This is an optimization exercise on Yosys and OpenROAD, whose aim is small area, not a production implementation. The RTL was checked by simulation tests, not by an equivalence proof against the original design. No activity file was given, so power comes from the tool's default toggle rates.

===== run.sh =====
#!/bin/bash
# synth_recipe.tcl (not shown) runs the flow's synth.tcl, then flattens the netlist and writes it again
# the make line also repeats each setting of config.mk as NAME=value (left out here)
make -C /OpenROAD-flow-scripts/flow DESIGN_CONFIG=/design/flow/config.mk WORK_HOME=/design/flow/orfs CLKGATE_MAP_FILE= SYNTH_SCRIPT=/design/flow/synth_recipe.tcl finish

===== config.mk =====
export PLATFORM = sky130hd
export DESIGN_NAME = sccpu
export DESIGN_NICKNAME = sccpu
export VERILOG_FILES = /design/flow/design.v
export SDC_FILE = /design/flow/constraint.sdc
export NUM_CORES = 4
export LEC_CHECK = 0
export CAP_MARGIN = 20
export CORE_MARGIN = 2
export CORE_UTILIZATION = 30
export PLACE_DENSITY = 0.45
export SETUP_SLACK_MARGIN = 0.6
export SLEW_MARGIN = 20

===== constraint.sdc =====
create_clock -name core_clock -period 13.0 [get_ports {clk}]
set_input_delay 2.6000 -clock core_clock [delete_from_list [all_inputs] [get_ports {clk}]]
set_output_delay 2.6000 -clock core_clock [all_outputs]
set_load 0.01 [all_outputs]

===== design.v =====
`timescale 1ns / 1ps
module PC (newpc1, clk, clrn, pc1);
    input [31:0] newpc1;
    input clk, clrn;
    output reg [31:0] pc1;
    always @(posedge clk or negedge clrn)
    begin
    if (!clrn)
        pc1 <= 32'h00000000;
    else
        pc1 <= newpc1;
    end
endmodule
`timescale 1ns / 1ps
module PCadder (PC, P4);
    input [31:0] PC;
    output reg [31:0] P4;
    always @(*)
    begin
        P4 <= PC + 4;
    end
endmodule
`timescale 1ns / 1ps
module ControlUnit (op, func, z, wreg, regrt, jal, m2reg, shift, aluimm, sext, aluc, wmem, pcsrc);
    input [5:0] op;
    input [5:0] func;
    input z;
    output reg wreg, regrt, jal, m2reg, shift, aluimm, sext, wmem;
    output reg [3:0] aluc;
    output reg [1:0] pcsrc;
    always @(*)
    begin
        wreg = 1'b0;
        regrt = 1'b0;
        jal = 1'b0;
        m2reg = 1'b0;
        shift = 1'b0;
        aluimm = 1'b0;
        sext = 1'b0;
        aluc = 4'b0000;
        wmem = 1'b0;
        pcsrc = 2'b00;
        case(op)
            6'b000000 : begin
            case(func)
                6'b100000 : begin 
                wreg = 1'b1;
                regrt = 1'b0;
                jal = 1'b0;
                m2reg = 1'b0;
                shift = 1'b0;
                aluimm = 1'b0;
                sext = 1'b0;
                aluc = 4'b0000;
                wmem = 1'b0;
                pcsrc = 2'b00;
                end
                6'b100010 : begin 
                wreg = 1'b1;
                regrt = 1'b0;
                jal = 1'b0;
                m2reg = 1'b0;
                shift = 1'b0;
                aluimm = 1'b0;
                sext = 1'b0;
                aluc = 4'b0100;
                wmem = 1'b0;
                pcsrc = 2'b00;
                end
                6'b100100 : begin 
                wreg = 1'b1;
                regrt = 1'b0;
                jal = 1'b0;
                m2reg = 1'b0;
                shift = 1'b0;
                aluimm = 1'b0;
                sext = 1'b0;
                aluc = 4'b0001;
                wmem = 1'b0;
                pcsrc = 2'b00;
                end
                6'b100101 : begin 
                wreg = 1'b1;
                regrt = 1'b0;
                jal = 1'b0;
                m2reg = 1'b0;
                shift = 1'b0;
                aluimm = 1'b0;
                sext = 1'b0;
                aluc = 4'b0101;
                wmem = 1'b0;
                pcsrc = 2'b00;
                end
                6'b100110 : begin 
                wreg = 1'b1;
                regrt = 1'b0;
                jal = 1'b0;
                m2reg = 1'b0;
                shift = 1'b0;
                aluimm = 1'b0;
                sext = 1'b0;
                aluc = 4'b0010;
                wmem = 1'b0;
                pcsrc = 2'b00;
                end
                6'b000000 : begin 
                wreg = 1'b1;
                regrt = 1'b0;
                jal = 1'b0;
                m2reg = 1'b0;
                shift = 1'b1;
                aluimm = 1'b0;
                sext = 1'b0;
                aluc = 4'b0011;
                wmem = 1'b0;
                pcsrc = 2'b00;
                end
                6'b000010 : begin 
                wreg = 1'b1;
                regrt = 1'b0;
                jal = 1'b0;
                m2reg = 1'b0;
                shift = 1'b1;
                aluimm = 1'b0;
                sext = 1'b0;
                aluc = 4'b0111;
                wmem = 1'b0;
                pcsrc = 2'b00;
                end
                6'b000011 : begin  
                wreg = 1'b1;
                regrt = 1'b0;
                jal = 1'b0;
                m2reg = 1'b0;
                shift = 1'b1;
                aluimm = 1'b0;
                sext = 1'b0;
                aluc = 4'b1111;
                wmem = 1'b0;
                pcsrc = 2'b00;
                end
                6'b001000: begin  
                wreg = 1'b0;
                regrt = 1'b0;
                jal = 1'b0;
                m2reg = 1'b0;
                shift = 1'b0;
                aluimm = 1'b0;
                sext = 1'b0;
                aluc = 4'b0000;
                wmem = 1'b0;
                pcsrc = 2'b10;
                end
            endcase
            end
            6'b001000: begin  
            wreg = 1'b1;
            regrt = 1'b1;
            jal = 1'b0;
            m2reg = 1'b0;
            shift = 1'b0;
            aluimm = 1'b1;
            sext = 1'b1;
            aluc = 4'b0000;
            wmem = 1'b0;
            pcsrc = 2'b00;
            end
            6'b001100: begin  
            wreg = 1'b1;
            regrt = 1'b1;
            jal = 1'b0;
            m2reg = 1'b0;
            shift = 1'b0;
            aluimm = 1'b1;
            sext = 1'b0;
            aluc = 4'b0001;
            wmem = 1'b0;
            pcsrc = 2'b00;
            end
            6'b001101: begin  
            wreg = 1'b1;
            regrt = 1'b1;
            jal = 1'b0;
            m2reg = 1'b0;
            shift = 1'b0;
            aluimm = 1'b1;
            sext = 1'b0;
            aluc = 4'b0101;
            wmem = 1'b0;
            pcsrc = 2'b00;
            end
            6'b001110: begin  
            wreg = 1'b1;
            regrt = 1'b1;
            jal = 1'b0;
            m2reg = 1'b0;
            shift = 1'b0;
            aluimm = 1'b1;
            sext = 1'b0;
            aluc = 4'b0010;
            wmem = 1'b0;
            pcsrc = 2'b00;
            end
            6'b100011: begin  
            wreg = 1'b1;
            regrt = 1'b1;
            jal = 1'b0;
            m2reg = 1'b1;
            shift = 1'b0;
            aluimm = 1'b1;
            sext = 1'b1;
            aluc = 4'b0000;
            wmem = 1'b0;
            pcsrc = 2'b00;
            end
            6'b101011: begin  
            wreg = 1'b0;
            regrt = 1'b0;
            jal = 1'b0;
            m2reg = 1'b0;
            shift = 1'b0;
            aluimm = 1'b1;
            sext = 1'b1;
            aluc = 4'b0000;
            wmem = 1'b1;
            pcsrc = 2'b00;
            end
            6'b000100: begin  
            wreg = 1'b0;
            regrt = 1'b0;
            jal = 1'b0;
            m2reg = 1'b0;
            shift = 1'b0;
            aluimm = 1'b0;
            sext = 1'b1;
            aluc = 4'b0010;
            wmem = 1'b0;
            pcsrc = 2'b00;
            if (z == 1)
                begin
                wreg = 1'b0;
                regrt = 1'b0;
                jal = 1'b0;
                m2reg = 1'b0;
                shift = 1'b0;
                aluimm = 1'b0;
                sext = 1'b1;
                aluc = 4'b0010;
                wmem = 1'b0;
                pcsrc = 2'b01;
                end
            end
            6'b000101: begin  
            if (z == 0) begin
            wreg = 1'b0;
            regrt = 1'b0;
            jal = 1'b0;
            m2reg = 1'b0;
            shift = 1'b0;
            aluimm = 1'b0;
            sext = 1'b1;
            aluc = 4'b0010;
            wmem = 1'b0;
            pcsrc = 2'b01;
            end
            if (z == 1) begin
                wreg = 1'b0;
                regrt = 1'b0;
                jal = 1'b0;
                m2reg = 1'b0;
                shift = 1'b0;
                aluimm = 1'b0;
                sext = 1'b1;
                aluc = 4'b0010;
                wmem = 1'b0;
                pcsrc = 2'b00;
                end
            end
            6'b001111: begin  
            wreg = 1'b1;
            regrt = 1'b1;
            jal = 1'b0;
            m2reg = 1'b0;
            shift = 1'b0;
            aluimm = 1'b1;
            sext = 1'b0;
            aluc = 4'b0110;
            wmem = 1'b0;
            pcsrc = 2'b00;
            end
            6'b000010: begin  
            wreg = 1'b0;
            regrt = 1'b0;
            jal = 1'b0;
            m2reg = 1'b0;
            shift = 1'b0;
            aluimm = 1'b0;
            sext = 1'b0;
            aluc = 4'b0000;
            wmem = 1'b0;
            pcsrc = 2'b11;
            end
            6'b000011: begin  
            wreg = 1'b1;
            regrt = 1'b0;
            jal = 1'b1;
            m2reg = 1'b0;
            shift = 1'b0;
            aluimm = 1'b0;
            sext = 1'b0;
            aluc = 4'b0000;
            wmem = 1'b0;
            pcsrc = 2'b11;
            end
        endcase
    end
endmodule
`timescale 1ns / 1ps
module dstMUX (Ain, Bin, Sel, MUXout);
    input [4:0] Ain, Bin;
    input Sel;
    output reg [4:0] MUXout;
    always @(*)
    begin
    MUXout <= Ain;
    if (Sel == 1'b1)
        begin
        MUXout <= Bin;
        end
    end
endmodule
`timescale 1ns / 1ps
module f (jal, dst, dsel, wn);
    input jal;
    input [4:0] dst;
    output reg dsel;
    output reg [4:0] wn;
    always @(*)
    begin
        if (jal) begin
            dsel = 1;
            wn = 5'b11111;
        end
        else
        begin
            dsel = 0;
            wn = dst;
        end
    end
endmodule
`timescale 1ns / 1ps
module MUX2to1 (ina, inb, sel, out);
    input [31:0] ina, inb;
    input sel;
    output reg [31:0] out;
    always @(*)
    begin 
    if (sel == 1)
        begin
        out <= inb;
        end
    else     
        out <= ina;
    end 
endmodule
`timescale 1ns / 1ps
module signextend (in16, sel, out32);
    input [15:0] in16;
    input sel;
    output reg [31:0] out32;
    always @(*)
    begin
    if (sel == 1'b1)
    out32 <= {{16{in16[15]}}, in16};
    else
    begin
    out32 <= {16'b0, in16};
    end
    end
endmodule
`timescale 1ns / 1ps
module regfile (rna, rnb ,d ,wn ,we ,clk ,clrn ,qa ,qb);  
    input [31:0] d;  
    input [4:0] rna;  
    input [4:0] rnb;  
    input [4:0] wn;  
    input we;  
    input clk, clrn;  
    output [31:0] qa, qb;  
    reg [31:0] register [0:31];  
    assign qa = (rna == 0)? 0 : register[rna];  
    assign qb = (rnb == 0)? 0 : register[rnb];  
    integer i;
    always @(posedge clk or negedge clrn)  
        if (!clrn)
            for (i = 1; i < 32; i = i + 1)
                register[i] <= 0;  
        else
            if ((wn != 0) && we)  
                register[wn] <= d;  
endmodule
`timescale 1ns / 1ps
module ALU(INA, INB, aluc, ALUresult, zero);
    input [31:0] INA, INB;
    input [3:0] aluc;
    output reg [31:0] ALUresult;
    output reg zero;
    always @(*)
    begin
    casez (aluc)
    4'b?001: ALUresult = INA&INB; 
    4'b?101: ALUresult = INA|INB; 
    4'b?000: ALUresult = INA+INB; 
    4'b?100: ALUresult = INA-INB; 
    4'b?010: ALUresult = INA^INB; 
    4'b0011: ALUresult = INB << INA; 
    4'b0111: ALUresult = INB >> INA; 
    4'b1111: ALUresult = $signed(INB)>>>INA; 
    4'b?110: ALUresult = INB << 16; 
    default: ALUresult = 0;
    endcase
    if (INA == INB)
    begin
        zero = 1;
    end
    else
    begin
        zero = 0;
    end
    end
endmodule
`timescale 1ns / 1ps
module adder (A, B, S);
    input [31:0] A, B;
    output wire [31:0] S;
    assign S = A+B;
endmodule
`timescale 1ns / 1ps
module PCMux (in0, in1, in2, in3, sel, out);
    input [31:0] in0, in1, in2, in3;
    input [1:0] sel;
    output reg [31:0] out;
    always @(*)
    begin
    out <= in0;
    if (sel == 2'b01)
        begin
        out <= in1;
        end
    else if (sel == 2'b10)
        begin
        out <= in2;
        end
    else if (sel == 2'b11)
        begin
        out <= in3;
        end
    end
endmodule
`timescale 1ns / 1ps
module sccpu (instr, mem, clrn, clk, pc, alu, data, wmem);
    input [31:0] instr, mem;
    input clrn, clk;
    output [31:0] pc, alu, data;
    output wmem;
    wire [31:0] new_pc;
    PC PC_inst1 (new_pc, clk, clrn, pc);
    wire [31:0] p4;
    PCadder PCadder_inst1 (pc, p4);
    wire z, wreg, regrt, jal, m2reg, shift, aluimm, sext;
    wire [3:0] aluc;
    wire [1:0] pcsrc;
    ControlUnit ControlUnit_inst1 (instr[31:26], instr[5:0], z, wreg, regrt, jal, m2reg, shift, aluimm, sext, aluc, wmem, pcsrc);
    wire [4:0] dstout;
    dstMUX dstMUX_inst1 (instr[15:11], instr[20:16], regrt, dstout);
    wire dsel;
    wire [4:0] wn;
    f f_inst1 (jal, dstout, dsel, wn);
    wire [31:0] dmux;
    wire [31:0] dreg;
    MUX2to1 MUX2to1_inst2 (dmux, p4, dsel, dreg);
    wire [31:0] imm;
    signextend signextend_inst1 (instr[15:0], sext, imm);
    wire [31:0] qa, qb;
    regfile regfile_inst1 (instr[25:21], instr[20:16], dreg, wn, wreg, clk, clrn, qa, qb);
    wire [31:0] alu_a;
    MUX2to1 MUX2to1_inst3 (qa, {{27{1'b0}}, instr[10:6]}, shift, alu_a);
    wire [31:0] alu_b;
    MUX2to1 MUX2to1_inst4 (qb, imm, aluimm, alu_b);
    ALU ALU_inst1 (alu_a, alu_b, aluc, alu, z);
    wire [31:0] p1;
    adder adder_inst1 (p4, {imm[29:0], 2'b00}, p1);
    PCMux PCMux_inst1 (p4, p1, qa, {p4[31:28], {instr[25:0], 2'b00}}, pcsrc, new_pc);
    MUX2to1 MUX2to1_inst5 (alu, mem, m2reg, dmux);
    assign data = qb;
endmodule

==> flow_metrics.env <==
export IMPL_synth_top_cell_area_share_pct=38.52
export IMPL_area_growth_pct=20.04
export IMPL_drt_wl_total_um=495600
export IMPL_cp_slowest_cell="nor3_4"
export IMPL_outcome="finished clean"
export IMPL_drtPass1Iterations=8
export IMPL_p_leak_nw=35.38
export IMPL_synth_nets=8164
export IMPL_holdWs_ns=0.4827
export IMPL_stdcell_count=11340
export IMPL_synthFlopType="dfrtp_1"
export IMPL_fin_crit_ns=12.56
export IMPL_place_hpwl_um=356000
export IMPL_die_area_sq_mm=0.2255
export IMPL_num_io_pins=163
export IMPL_synthesis_area_sq_mm=0.06652
export IMPL_p_int_mw=6.468
export IMPL_critPathMaxStageDelay_ns=0.94
export IMPL_drt_iter0_markers=12260
export IMPL_peakVddDrop_mv=0.1178
export IMPL_num_vias=75360
export IMPL_grt_max_degree=165
export IMPL_nNetsFinal=8428
export IMPL_cts_buffer_depth=3
export IMPL_drv_cap=0
export IMPL_tns_ns=0
export IMPL_cp_arrival_ns=9.96
export IMPL_path_max_fanout=14
export IMPL_worstSetupPathType="primary input to output pin"
export IMPL_overflow=0
export IMPL_hold_buffers=0
export IMPL_ys_warn_count=15
export IMPL_r2r_start="regfile_inst1.register[5][9]$_DFFE_PN0P_"
export IMPL_ant_nets=0
export IMPL_netlist_instances=7970
export IMPL_crit_path_end_kind="output pin"
export IMPL_p_switching_mw=3.785
export IMPL_path_buf_inv=7
export IMPL_root_buffer="clkbuf_16"
export IMPL_setup_violations=0
export IMPL_io_buffers=162
export IMPL_placed_cells=11070
export IMPL_rr_worst_depth=28
export IMPL_viasPerCell=6.644
export IMPL_max_freq_ghz=0.07962
export IMPL_swShare_pct=36.92
export IMPL_tightest_slew_ns=1.246
export IMPL_rsz0062_at_grt="true"
export IMPL_min_to="regfile_inst1.register[6][25]$_DFFE_PN0P_"
export IMPL_hold_depth=2
export IMPL_drive_gt1_share_pct=16.90
export IMPL_rows=172
export IMPL_drv_slew=0
export IMPL_synth_most_common_cell="nand2_1"
export IMPL_grt_pass1_vias=69520
export IMPL_syn_avg_cell_area_sq_um=8.346
export IMPL_timing_rr_end="regfile_inst1.register[3][21]$_DFFE_PN0P_"
export IMPL_postSynth_asyncResetShare_pct=100.0
export IMPL_clkTransAtPathRegs_ns=0.06
export IMPL_yosys_area_top_type="dfrtp_1"
export IMPL_clk_latency_ns=0.83
export IMPL_grt_usage_pct=42.81
export IMPL_finClkSkew_ns=0.04500
export IMPL_finalHoldViolations=0
export IMPL_slew_headroom_pct=14.79
export IMPL_nFillCells=23000
export IMPL_synthTopCellsByArea="dfrtp_1 39%, nand2_1 6.7%, o21ai_0 5.9%, and3_1 4.6%, a22oi_1 3.7%"
export IMPL_die_x_um=474.9
export IMPL_gp_congestion=1.079
export IMPL_fin_crit_sh_pct=96.61
export IMPL_crit_path_start_kind="primary input"
export IMPL_synth_seq_cells=1024
export IMPL_cpMostUsedCell="buf_4"
export IMPL_yosysSeqAreaShare_pct=38.52
export IMPL_cts_buffers_inserted=120
export IMPL_power_frac_seq_pct=36.0
export IMPL_hp_class="flip-flop to flip-flop"
export IMPL_grt_antenna_before_repair=66
export IMPL_netlist_top_cells_count="1189 x nand2_1, 1024 x dfrtp_1, 781 x o21ai_0, 494 x and3_1, 469 x clkbuf_1"
export IMPL_min_from="regfile_inst1.register[6][25]$_DFFE_PN0P_"
export IMPL_path_delay_family="compound AO/OA/AOI/OAI gates"
export IMPL_reg2reg_slack_ns=5.36
export IMPL_yosysUniqueCellTypes=116
export IMPL_power_density_mw_per_mm2=128.4
export IMPL_cts_sinks=1024
export IMPL_share_comb_of_total_power_pct=27.5
export IMPL_start_util_pct=30.22
export IMPL_required_ns=10.40
export IMPL_p_clk_share_pct=36.5
export IMPL_wl_per_cell_um=43.69
export IMPL_grt_pass1_wl_um=654900
export IMPL_die_y_um=474.9
export IMPL_drc=0
export IMPL_core_sq_mm=0.2202
export IMPL_cts_tree="yes"
export IMPL_htree_levels=3
export IMPL_synth_edff_count=0
[sequential cells by signal, summed over array words and instances, names as in the netlist]
register / flops
PC_inst1.pc1: 32
regfile_inst1.register: 992
[layer usage]
layer / up-vias / track usage, % / share of wire (%)
met2: 5943 / 61.75 / 41
met5: - / 1.298 / 0.12
li1: 30060 / - / -
met4: 44 / 32.96 / 9.2
met3: 1776 / 14.64 / 12
met1: 37530 / 52.05 / 38
[worst min-delay path, cell delays in order (launching register included)]
cell	delay [ns]
dfrtp_1	0.34
nand2_1	0.05
o21ai_0	0.06
[cells by family (layout without fill, tap and decap cells)]
group | after synthesis | count (layout) | synth area share (%)
fa+ha+maj | 128 | 128 | 2.441
buf+inv | 888 | 1253 | 6.166
compound gates | 2443 | 2443 | 23.98
xor+xnor | 72 | 72 | 0.9480
flops | 1024 | 1024 | 38.52
simple gates | 3130 | 3130 | 23.16
mux | 285 | 285 | 4.793
other cells | 0 | 49 | 0
[worst max path at each step]
stage,end,depth (start not counted),start
2_1_floorplan,alu[28],28,instr[21]
3_3_place_gp,alu[14],26,instr[16]
3_5_place_dp,alu[31],27,instr[18]
4_1_cts,alu[31],26,instr[24]
5_1_grt,alu[20],29,instr[23]
6_report,alu[31],27,instr[18]
[timing repair]
item | 4_1_cts | 5_1_grt
endpoints found under the setup margin | 7 | 10
setup buffers | 2 | 2
gates resized for setup | 8 | 27
pin swaps | 1 | 1
hold endpoints to repair | 0 | 0
[final cells by class]
class	instances	area (sq um)	area share [%]
Tap cell	2958	3701	4.635
Inverter	121	455.4	0.5703
Clock buffer	156	3318	4.155
Timing Repair Buffer	909	7807	9.777
Antenna cell	49	122.6	0.1536
Sequential cell	1024	25620	32.09
Multi-Input combinational cell	6058	37900	47.46
Clock inverter	67	922.1	1.155
[through the flow]
step	util, %	worst slack (ns)	area (sq um)	power, mW
2_1_floorplan	-	2.432	66520	4.857
3_3_place_gp	34.18	0.3740	75250	6.408
3_5_place_dp	34.19	0.3946	75280	6.409
4_1_cts	36.14	0.6218	79570	10.13
5_1_grt	36.23	0.5961	79770	10.49
6_report	36.27	0.4410	79850	10.25
[cells in the final DEF (no fill, tap or decap), drive strengths merged, types with 56 or more instances in the layout]
cell              n
nand4           176
nor2            386
a31oi            56
o31ai           170
nor4             69
nand3           417
a22oi           329
o211ai           57
buf             756
clkbuf          158
a21oi           288
and3            494
inv             122
ha              125
a2111oi         143
mux2i           146
nor3            113
o21ai           950
clkdlybuf4s50   151
dfrtp          1024
nand2          1191
mux2            125
[power groups by stage]
stage | registers [mW] | logic (mW) | clock network (mW)
3_3_place_gp | 3.73 | 2.68 | 0
6_report | 3.70 | 2.82 | 3.74
4_1_cts | 3.67 | 2.69 | 3.76
5_1_grt | 3.70 | 2.90 | 3.89
3_5_place_dp | 3.73 | 2.68 | 0
2_1_floorplan | 3.60 | 1.25 | 0

-- separate check: timing with driven ports --
No port has a modelled driver above. Below, the same layout with a new extraction and two added sets of constraints.
Step 1 (the two cells are an assumption about what drives the block):
set clk [get_ports {clk}]
set_driving_cell -lib_cell sky130_fd_sc_hd__clkbuf_16 $clk
set_driving_cell -lib_cell sky130_fd_sc_hd__buf_2 [delete_from_list [all_inputs] $clk]
Step 2 times the ports against the registers' clock, not the clock port: input delays grow and output delays shrink by t, the midpoint of the rising clock arrivals with the driver on.
Three values: no drivers, after step 1, after step 2; two values: the first two.
shift t [ns]: 0.891
slack for setup (ns): 0.441 / 0.309 / 0.309
worst setup path after step 2: input to output
clock arrival spread, ns: 0.045 / 0.045
cell pins on the clock port's net: 1
After both steps this run still meets setup and hold. For this run, drivers alone change the setup slack by -0.132 ns; drivers and shift together by -0.132 ns.
